This is an optimization exercise on Yosys and OpenROAD, whose aim is a short achievable clock period and few clock cycles, not a production implementation. Function was checked by simulation only, so behaviour that the tests miss may differ from the original. Power is estimated from default activity; no workload was simulated.

--- flow/run.sh ---
#!/bin/bash
set -euo pipefail
bash standard.sh SETUP_SLACK_MARGIN=${MARGIN:-7} finish > standard_flow.log 2>&1
--- standard.sh ---
#!/bin/bash
# synth_recipe.tcl (not shown) runs the flow's synth.tcl, then flattens the netlist and writes it again
# the make line also repeats each setting of config.mk as NAME=value (left out here)
make -C /OpenROAD-flow-scripts/flow DESIGN_CONFIG=/design/flow/config.mk WORK_HOME=/design/flow/orfs CLKGATE_MAP_FILE= SYNTH_SCRIPT=/design/flow/synth_recipe.tcl "${@:-finish}"
--- config.mk ---
export PLATFORM = sky130hd
export DESIGN_NAME = RV32ICore
export DESIGN_NICKNAME = RV32ICore
export VERILOG_FILES = /design/flow/design.v
export SDC_FILE = /design/flow/constraint.sdc
export NUM_CORES = 4
export LEC_CHECK = 0
export CAP_MARGIN = 20
export CORE_MARGIN = 2
export CORE_UTILIZATION = 30
export GPL_ROUTABILITY_DRIVEN = 1
export GPL_TIMING_DRIVEN = 1
export PLACE_DENSITY = 0.45
export SETUP_SLACK_MARGIN = 5
export SLEW_MARGIN = 20
export TNS_END_PERCENT = 100
--- constraint.sdc ---
create_clock -name core_clock -period 10.0 [get_ports {CPU_CLK}]
set_input_delay 2.0000 -clock core_clock [delete_from_list [all_inputs] [get_ports {CPU_CLK}]]
set_output_delay 2.0000 -clock core_clock [all_outputs]
set_load 0.01 [all_outputs]
--- design.v ---
`timescale 1ns / 1ps
module RV32ICore(
    input  wire        CPU_CLK,
    input  wire        CPU_RST,
    output wire [31:0] IMEM_ADDR,
    input  wire [31:0] IMEM_RDATA,
    output wire [31:0] DMEM_ADDR,
    output wire [3:0]  DMEM_WE,
    output wire [31:0] DMEM_WDATA,
    input  wire [31:0] DMEM_RDATA
    );
    localparam BTB_IB = 4;                
    localparam BTB_N  = 1 << BTB_IB;
    localparam BTB_TB = 8;                
    wire clk = CPU_CLK;
    wire rst = CPU_RST;
    reg  [29:0] pcF;
    reg         f2v, f2skid, f2pt, f2hit;
    reg  [1:0]  f2ctr;
    reg  [29:0] f2pc, f2ptgt;
    reg  [31:0] skid;
    reg         dv, dpt, dhit;
    reg  [1:0]  dctr;
    reg  [29:0] dpc, dptgt;
    reg  [31:0] ir;
    reg         ev, ept, ehit;
    reg  [1:0]  ectr;
    reg  [29:0] epc, elink, ebt;
    reg  [31:0] ea, eb, es, epmi;
    reg         eaM, eaW, ebM, ebW, esM, esW;
    reg  [29:0] eptgt;
    wire        eptok = (ebt == eptgt);
    reg         eAdd, eSub, eSll, eSr, eSra, eXor, eOr, eAnd, eSlt, eSltu, eLink;
    reg         eBr, eJal, eJalr, eLd, eSt, eWen;
    reg  [2:0]  ef3;
    reg  [4:0]  erd;
    reg  [31:0] mres, mwdata;
    reg  [3:0]  mwe;
    reg         mLd, mWen;
    reg  [2:0]  mf3;
    reg  [4:0]  mrd;
    reg  [31:0] wres;
    reg         wLd, wWen;
    reg  [2:0]  wf3;
    reg  [1:0]  wlo;
    reg  [4:0]  wrd;
    reg  [31:0] w2val;
    wire [31:0] wdata;
    reg  [31:0] rf [1:31];
    reg         btbV   [0:BTB_N-1];
    reg  [BTB_TB-1:0] btbTag [0:BTB_N-1];
    reg  [29:0] btbT   [0:BTB_N-1];
    reg  [1:0]  btbC   [0:BTB_N-1];
    wire [31:0] A = eaM ? mres : (eaW ? w2val : ea);
    wire [31:0] B = ebM ? mres : (ebW ? w2val : eb);
    wire [31:0] S = esM ? mres : (esW ? w2val : es);
    wire [31:0] sum  = A + (eSub ? ~B : B) + {31'd0, eSub};
    wire        eq   = (A == B);
    wire        ltu  = (A < B);
    wire        lt   = (A[31] ^ B[31]) ? A[31] : ltu;
    wire [31:0] sll  = A << B[4:0];
    wire [31:0] sr   = $signed({eSra & A[31], A}) >>> B[4:0];
    wire [31:0] res  = ({32{eAdd}}  & sum)
                     | ({32{eSll}}  & sll)
                     | ({32{eSr}}   & sr)
                     | ({32{eXor}}  & (A ^ B))
                     | ({32{eOr}}   & (A | B))
                     | ({32{eAnd}}  & (A & B))
                     | ({32{eSlt}}  & {31'd0, lt})
                     | ({32{eSltu}} & {31'd0, ltu})
                     | ({32{eLink}} & {elink, 2'b00});
    wire        brc    = (ef3[2] ? (ef3[1] ? ltu : lt) : eq) ^ ef3[0];
    wire        taken  = eJal | eJalr | (eBr & brc);
    wire [29:0] seqpc  = stall ? pcF : npc;
    wire        eBJ    = eBr | eJal;
    wire        misT   = ev & (eBJ ? (~ept | ~eptok) : (~eJalr & ept));
    wire        misN   = ev & (eBr ? ept : eJal ? (~ept | ~eptok) : (~eJalr & ept));
    wire [29:0] nxtT   = misT ? (eBJ  ? ebt : elink) : seqpc;
    wire [29:0] nxtN   = misN ? (eJal ? ebt : elink) : seqpc;
    wire        misJ   = ev & eJalr & (~ept | (A != epmi));
    wire        mis    = misJ | (brc ? misT : misN);
    wire [29:0] nxt    = misJ ? sum[31:2] : (brc ? nxtT : nxtN);
    wire [29:0] rtgt   = eJalr ? sum[31:2] : ebt;
    reg  [3:0]  we_n;
    reg  [31:0] wd_n;
    always @(*) begin
        case (ef3[1:0])
            2'b00:   begin we_n = 4'b0001 << sum[1:0];            wd_n = {4{S[7:0]}};  end
            2'b01:   begin we_n = sum[1] ? 4'b1100 : 4'b0011;     wd_n = {2{S[15:0]}}; end
            default: begin we_n = 4'b1111;                        wd_n = S;            end
        endcase
    end
    wire [6:0] op  = ir[6:0];
    wire [2:0] f3  = ir[14:12];
    wire [4:0] rd  = ir[11:7];
    wire [4:0] rs1 = ir[19:15];
    wire [4:0] rs2 = ir[24:20];
    wire isLUI  = (op == 7'b0110111);
    wire isAUI  = (op == 7'b0010111);
    wire isJAL  = (op == 7'b1101111);
    wire isJALR = (op == 7'b1100111);
    wire isBR   = (op == 7'b1100011);
    wire isLD   = (op == 7'b0000011);
    wire isST   = (op == 7'b0100011);
    wire isOPI  = (op == 7'b0010011);
    wire isOP   = (op == 7'b0110011);
    wire use1 = isJALR | isBR | isLD | isST | isOPI | isOP;
    wire use2 = isBR | isST | isOP;
    wire wen  = (isLUI | isAUI | isJAL | isJALR | isLD | isOPI | isOP) & (rd != 5'd0);
    wire [31:0] immI = {{20{ir[31]}}, ir[31:20]};
    wire [31:0] immS = {{20{ir[31]}}, ir[31:25], ir[11:7]};
    wire [31:0] immB = {{19{ir[31]}}, ir[31], ir[7], ir[30:25], ir[11:8], 1'b0};
    wire [31:0] immU = {ir[31:12], 12'd0};
    wire [31:0] immJ = {{11{ir[31]}}, ir[31], ir[19:12], ir[20], ir[30:21], 1'b0};
    wire mFwdOk = mWen & ~mLd;
    wire wFwdOk = wWen & ~wLd;
    wire eHit1 = ev & eWen & (erd == rs1);
    wire eHit2 = ev & eWen & (erd == rs2);
    wire mHit1 = mWen & (mrd == rs1);
    wire mHit2 = mWen & (mrd == rs2);
    wire wHit1 = wWen & (wrd == rs1);
    wire wHit2 = wWen & (wrd == rs2);
    wire [31:0] rf1 = (rs1 == 5'd0) ? 32'd0 : rf[rs1];
    wire [31:0] rf2 = (rs2 == 5'd0) ? 32'd0 : rf[rs2];
    wire [31:0] rv1 = (mHit1 & ~mLd) ? mres : ((wHit1 & ~wLd) ? wres : rf1);
    wire [31:0] rv2 = (mHit2 & ~mLd) ? mres : ((wHit2 & ~wLd) ? wres : rf2);
    wire fa1M = eHit1;
    wire fa1W = ~eHit1 & ~mHit1 & wHit1 & wLd;
    wire fa2M = eHit2;
    wire fa2W = ~eHit2 & ~mHit2 & wHit2 & wLd;
    wire stall = dv & ((ev & eLd & eWen & ((use1 & erd == rs1) | (use2 & erd == rs2))) |
                       (mLd & mWen & ((use1 & mrd == rs1) | (use2 & mrd == rs2))));
    wire aPc   = isAUI | isJAL;
    wire aZero = isLUI;
    wire bImm  = ~(isOP | isBR);
    wire [31:0] immX = isST ? immS : ((isLUI | isAUI) ? immU : immI);
    wire [29:0] dbtJ = dpc + immJ[31:2];
    wire [29:0] dbtB = dpc + immB[31:2];
    wire [29:0] dbt = isJAL ? dbtJ : dbtB;
    wire [31:0] dpmi = {dptgt, 2'b00} - immI;
    wire fIsSub  = isOP & (f3 == 3'b000) & ir[30];
    wire fAluOp  = isOP | isOPI;
    wire fAdd    = ~fAluOp | (f3 == 3'b000);
    wire fSll    = fAluOp & (f3 == 3'b001);
    wire fSr     = fAluOp & (f3 == 3'b101);
    wire fSlt    = fAluOp & (f3 == 3'b010);
    wire fSltu   = fAluOp & (f3 == 3'b011);
    wire fXor    = fAluOp & (f3 == 3'b100);
    wire fOr     = fAluOp & (f3 == 3'b110);
    wire fAnd    = fAluOp & (f3 == 3'b111);
    wire fLink   = isJAL | isJALR;
    wire [BTB_IB-1:0] fidx = pcF[BTB_IB-1:0];
    wire [BTB_TB-1:0] ftag = pcF[BTB_IB+BTB_TB-1:BTB_IB];
    wire        fhit  = btbV[fidx] & (btbTag[fidx] == ftag);
    wire [1:0]  fctr  = btbC[fidx];
    wire        fpt   = fhit & fctr[1];
    wire [29:0] fptgt = btbT[fidx];
    wire [29:0] npc   = fpt ? fptgt : (pcF + 30'd1);
    assign IMEM_ADDR = {pcF, 2'b00};
    wire [31:0] f2instr = f2skid ? skid : IMEM_RDATA;
    always @(posedge clk) begin
        if (rst) begin
            pcF <= 30'd0;
            f2v <= 1'b0; f2skid <= 1'b0;
            dv <= 1'b0;
            ev <= 1'b0;
            mwe <= 4'd0; mWen <= 1'b0; mLd <= 1'b0;
            wWen <= 1'b0; wLd <= 1'b0;
        end else begin
            pcF    <= nxt;
            f2v    <= ~mis & (stall ? f2v : 1'b1);
            f2skid <= ~mis & stall;
            dv     <= ~mis & (stall ? dv : f2v);
            ev <= dv & ~stall & ~mis;
            mwe  <= (ev & eSt) ? we_n : 4'd0;
            mWen <= ev & eWen;
            mLd  <= ev & eLd;
            wWen <= mWen;
            wLd  <= mLd;
        end
        if (stall) begin
            if (!f2skid) skid <= IMEM_RDATA;
        end else begin
            f2pc <= pcF; f2pt <= fpt; f2ptgt <= fptgt; f2hit <= fhit; f2ctr <= fctr;
            ir <= f2instr;
            dpc <= f2pc; dpt <= f2pt; dptgt <= f2ptgt; dhit <= f2hit; dctr <= f2ctr;
        end
        epc <= dpc; elink <= dpc + 30'd1; ebt <= dbt; epmi <= dpmi;
        ept <= dpt; ehit <= dhit; ectr <= dctr;
        eptgt <= dptgt;
        ea <= aZero ? 32'd0 : (aPc ? {dpc, 2'b00} : rv1);
        eb <= bImm ? immX : rv2;
        es <= rv2;
        eaM <= fa1M & use1 & ~aPc & ~aZero; eaW <= fa1W & use1 & ~aPc & ~aZero;
        ebM <= fa2M & use2 & ~bImm;          ebW <= fa2W & use2 & ~bImm;
        esM <= fa2M & isST;                  esW <= fa2W & isST;
        eSub <= fIsSub; eSll <= fSll; eSr <= fSr; eSra <= ir[30];
        eXor <= fXor; eOr <= fOr; eAnd <= fAnd; eSlt <= fSlt; eSltu <= fSltu;
        eAdd <= fAdd & ~fLink; eLink <= fLink;
        eBr <= isBR; eJal <= isJAL; eJalr <= isJALR; eLd <= isLD; eSt <= isST; eWen <= wen;
        ef3 <= f3; erd <= rd;
        mres <= res; mwdata <= wd_n; mf3 <= ef3; mrd <= erd;
        wres <= mres; wf3 <= mf3; wlo <= mres[1:0]; wrd <= mrd;
        w2val <= wdata;
        if (wWen) rf[wrd] <= wdata;
    end
    reg               uV, uTaken, uJ, uHit;
    reg  [1:0]        uCtr;
    reg  [BTB_IB-1:0] uIdx;
    reg  [BTB_TB-1:0] uTag;
    reg  [29:0]       uTgt;
    integer k;
    always @(posedge clk) begin
        uV <= ~rst & ev & (eBr | eJal | eJalr);
        uTaken <= taken; uJ <= eJal | eJalr; uHit <= ehit; uCtr <= ectr;
        uIdx <= epc[BTB_IB-1:0]; uTag <= epc[BTB_IB+BTB_TB-1:BTB_IB]; uTgt <= rtgt;
        for (k = 0; k < BTB_N; k = k + 1)
            btbV[k] <= ~rst & (btbV[k] | (uV & uTaken & (uIdx == k)));
        if (uV) begin
            if (uTaken) begin
                btbTag[uIdx] <= uTag;
                btbT[uIdx]   <= uTgt;
                btbC[uIdx]   <= uJ ? 2'b11 : (uHit ? ((uCtr == 2'b11) ? 2'b11 : uCtr + 2'b01) : 2'b10);
            end else if (uHit) begin
                btbC[uIdx]   <= (uCtr == 2'b00) ? 2'b00 : uCtr - 2'b01;
            end
        end
    end
    assign DMEM_ADDR  = mres;
    assign DMEM_WE    = mwe;
    assign DMEM_WDATA = mwdata;
    wire [7:0]  lb = wlo[1] ? (wlo[0] ? DMEM_RDATA[31:24] : DMEM_RDATA[23:16])
                            : (wlo[0] ? DMEM_RDATA[15:8]  : DMEM_RDATA[7:0]);
    wire [15:0] lh = wlo[1] ? DMEM_RDATA[31:16] : DMEM_RDATA[15:0];
    reg [31:0] ldata;
    always @(*) begin
        case (wf3)
            3'b000:  ldata = {{24{lb[7]}}, lb};
            3'b100:  ldata = {24'd0, lb};
            3'b001:  ldata = {{16{lh[15]}}, lh};
            3'b101:  ldata = {16'd0, lh};
            default: ldata = DMEM_RDATA;
        endcase
    end
    assign wdata = wLd ? ldata : wres;
endmodule
==> run summary <==
status=finished clean; worst path bufs/invs=3; Worst path most repeated cell=a211o_1; most frequent cells in the layout=1824 x edfxtp_1, 734 x mux4_2, 531 x buf_4, 447 x nor2_1, 421 x dfxtp_1; min-delay worst type=reg2reg; chip height=roughly 600 um; synthesized cell area=~110000 sq um; Hold WS=between 300 and 400 ps; Pre-antenna DRT Iters=6; final setup TNS=0 ps; count of different cell masters after synthesis=97; Tcrit/Tclk final=0.452; YS warnings=2; Post-synth EDFFs=approximately 1.8k; critical-path cell list=buf_12, buf_4, mux2_2, mux2i_4, inv_2, ha_4, a21o_4, a21o_1, o211ai_1, nand4_1, a211o_1, a211o_1, o211ai_4, o21bai_4, a211oi_4, xnor2_4, a221o_1; GPL Wtd Cong=roughly 0.95; most common cell after layout, fill and taps aside=edfxtp_1; Net count, final=between 8k and 9k; clk_skew=between 60 and 70 ps; via/cell ratio=roughly 5.7; Power Total=between 20000 and 30000 uW; Filler cells=about 33k; Die X=between 600 and 700 um; main flop type after synthesis=edfxtp_1; largest net degree at the start of global routing=between 60 and 70; Worst setup SP type=flip-flop; worst path arrival time=5290 ps; RSZ-0062 raised after global routing=yes; Hold Vio Cnt, Final=0; sequential area share after synthesis=0.607; io pins=166; global-route wire length before repair=roughly 640 mm; crit path kind=reg2reg; Max VDD drop=0.000123 V; CTS Buffer Depth=4; HPWL after DPL=about 270 mm; Die ar.=between 300000 and 400000 sq um; Crit path largest cell delay=approximately 400 ps; layout cells sized above 1=0.395; FF-to-FF Start=eaW; worst-path maximum fanout=5; Worst Min Path Start=epc[9]; DR vias=75.9k; slowest stage cell on the critical path=dfxtp_4; CTS tree=yes; Starting Density=0.302; Least-Margin Pin Slew=about 1400 ps; CP top delay family=compound AO/OA/AOI/OAI gates; gr usage total=0.256; max-cap violations=0; routed len/inst=around 36 um; critical path required time=roughly 11000 ps; static leakage=around 0.050 uW; Max Freq=around 220 MHz; quantity of hold-fixing buffers added after cts=0; clock root buffer=clkbuf_16; Core Util, Final=0.402; Power Density=slightly below 200 nW/um^2; TritonCTS buffer count=around 270; Critical Path Start=eaW; Cells after Synth=between 7k and 8k; Setup-failing EPs final=0; Slew headroom=0.0750; FFs w/ async S/R, synth=0; clock latency on the worst-skew pair=between 900 and 1000 ps; final WL=just under 500 mm; crit end category=flip-flop; Antenna Violating Nets Remaining=0; number of global-route vias before repair=roughly 74k; CTS clk-pin slew, worst paths=approximately 70 ps; htree depth=5; grt ovf=0; Slew Limit Fails=0; initial antenna violation count=37; core footprint=around 360000 sq um; syn avg cell area=15.0 sq um; # rows=approximately 220; number of port buffers=roughly 160; Synth Register Bits=2349; post-route minimum period=about 4500 ps; CTS Sinks=between 2k and 2.5k; initial DRC count=9440; DRC violations left=0; synth-to-layout area growth=33.1%
-- final cells by class --
class                      instances  area (sq um)  area share
inverter                         155           637     0.00445
clock buffer                     346          7420      0.0518
sequential                      2349         65600       0.458
tap                             4751          5940      0.0415
timing repair inverter             1          7.51   0.0000524
antenna                           19          47.5    0.000332
timing repair buffer            1239         16000       0.112
clock inverter                   146          1260     0.00880
multi-input combinational       4259         46300       0.323
-- repair_timing --
item,in CTS,in global routing
pin swaps,260,280
cloned,135,26
buffers inserted,597,203
resized for setup,1608,532
setup endpoints to repair,1719,1483
-- synth_stat cells, types with 105 or more instances --
library cell	count	area, sq um
a211oi_1	122	916
dfxtp_1	525	10500
clkbuf_1	302	1130
mux2_2	124	1400
ha_1	189	2360
o21ai_0	272	1360
a21oi_1	352	1760
a21o_1	105	788
nand2_1	369	1390
inv_1	146	548
edfxtp_1	1824	54800
mux4_2	734	16500
mux2i_1	301	3010
nor2_1	569	2140
xnor2_1	183	1600
-- report_power, final --
| part | internal (uW) | total, uW | leakage (uW) | switching [uW] |
|---|---|---|---|---|
| Combinational | 2640 | 6300 | 0.0243 | 3670 |
| Sequential | 11400 | 11900 | 0.0212 | 541 |
| Clock | 5710 | 9940 | 0.00426 | 4230 |
| Total | 19700 | 28100 | 0.0498 | 8440 |
-- registers in the layout, summed over array words and instances, names as in the netlist, 31 cells and up, named ones only --
register	cells
ea	32
w2val	32
mres	32
btbT	480
eb	32
btbC	32
mwdata	32
es	32
skid	32
epmi	32
wres	31
rf	992
ir	32
btbTag	128
-- kinds of logic after synthesis --
kind of cell | synth area share
simple gates | 0.0520
xor+xnor | 0.0203
other cells | 0.0000349
buf+inv | 0.0231
mux | 0.196
fa+ha+maj | 0.0224
flops | 0.607
compound gates | 0.0797
-- final timing paths --
| check | end | slack [ps] | depth (start not counted) |
|---|---|---|---|
| max | mres[28] | 5480 | 17 |
| min | uTag[5] | 320 | 0 |
| max reg2reg | mres[28] | 5480 | 17 |
| min reg2reg | uTag[5] | 320 | 0 |
-- per-layer routing --
metal | up-vias | global-route usage | wire (um)
li1 | 30700 | - | -
met1 | 40300 | 0.344 | 197000
met2 | 3993 | 0.393 | 215000
met3 | 955 | 0.0469 | 39500
met4 | 8 | 0.134 | 30000
met5 | - | 0 | 64
-- per-stage QoR --
step                worst slack (ps)  std cells  area [sq um]
global route                    5380      13300        143000
detailed placement              4390      11800        116000
finish                          5480      13300        143000
CTS                             5510      13000        138000
global placement                4480      11800        116000
floorplan                       6040       7175        109000
-- worst register-to-register path, stage by stage, from the launching register on --
cell,delay [ps]
dfxtp_4,400
buf_12,150
buf_4,120
mux2_2,360
mux2i_4,220
inv_2,110
ha_4,270
a21o_4,230
a21o_1,220
o211ai_1,230
nand4_1,240
a211o_1,390
a211o_1,340
o211ai_4,150
o21bai_4,130
a211oi_4,310
xnor2_4,190
a221o_1,340
Testbench counts, summed over its fixed seeds: cycles 308,681.

==> static timing again, ports no longer ideal <==
The flow's constraints put no driver on any port. The routed layout listed below was extracted and timed again, unchanged, in two steps. Step 1 (the two cells are an assumption about what drives the block):
set clk [get_ports {CPU_CLK}]
set_driving_cell -lib_cell sky130_fd_sc_hd__clkbuf_16 $clk
set_driving_cell -lib_cell sky130_fd_sc_hd__buf_2 [delete_from_list [all_inputs] $clk]
Step 2 also shifts input and output timing later by t, the mid clock arrival at the registers, as if the neighbouring blocks saw the same clock. Three values: ideal, step 1, step 2; two values: the first two.
shift t [ns]: 0.976
setup slack, ns: 5.478 / 5.478 / 5.478
clock arrival spread, ns: 0.062 / 0.062
After both steps setup and hold are still met in this run. The setup slack of this run moves by 0.000 ns with the drivers and by 0.000 ns with both steps.
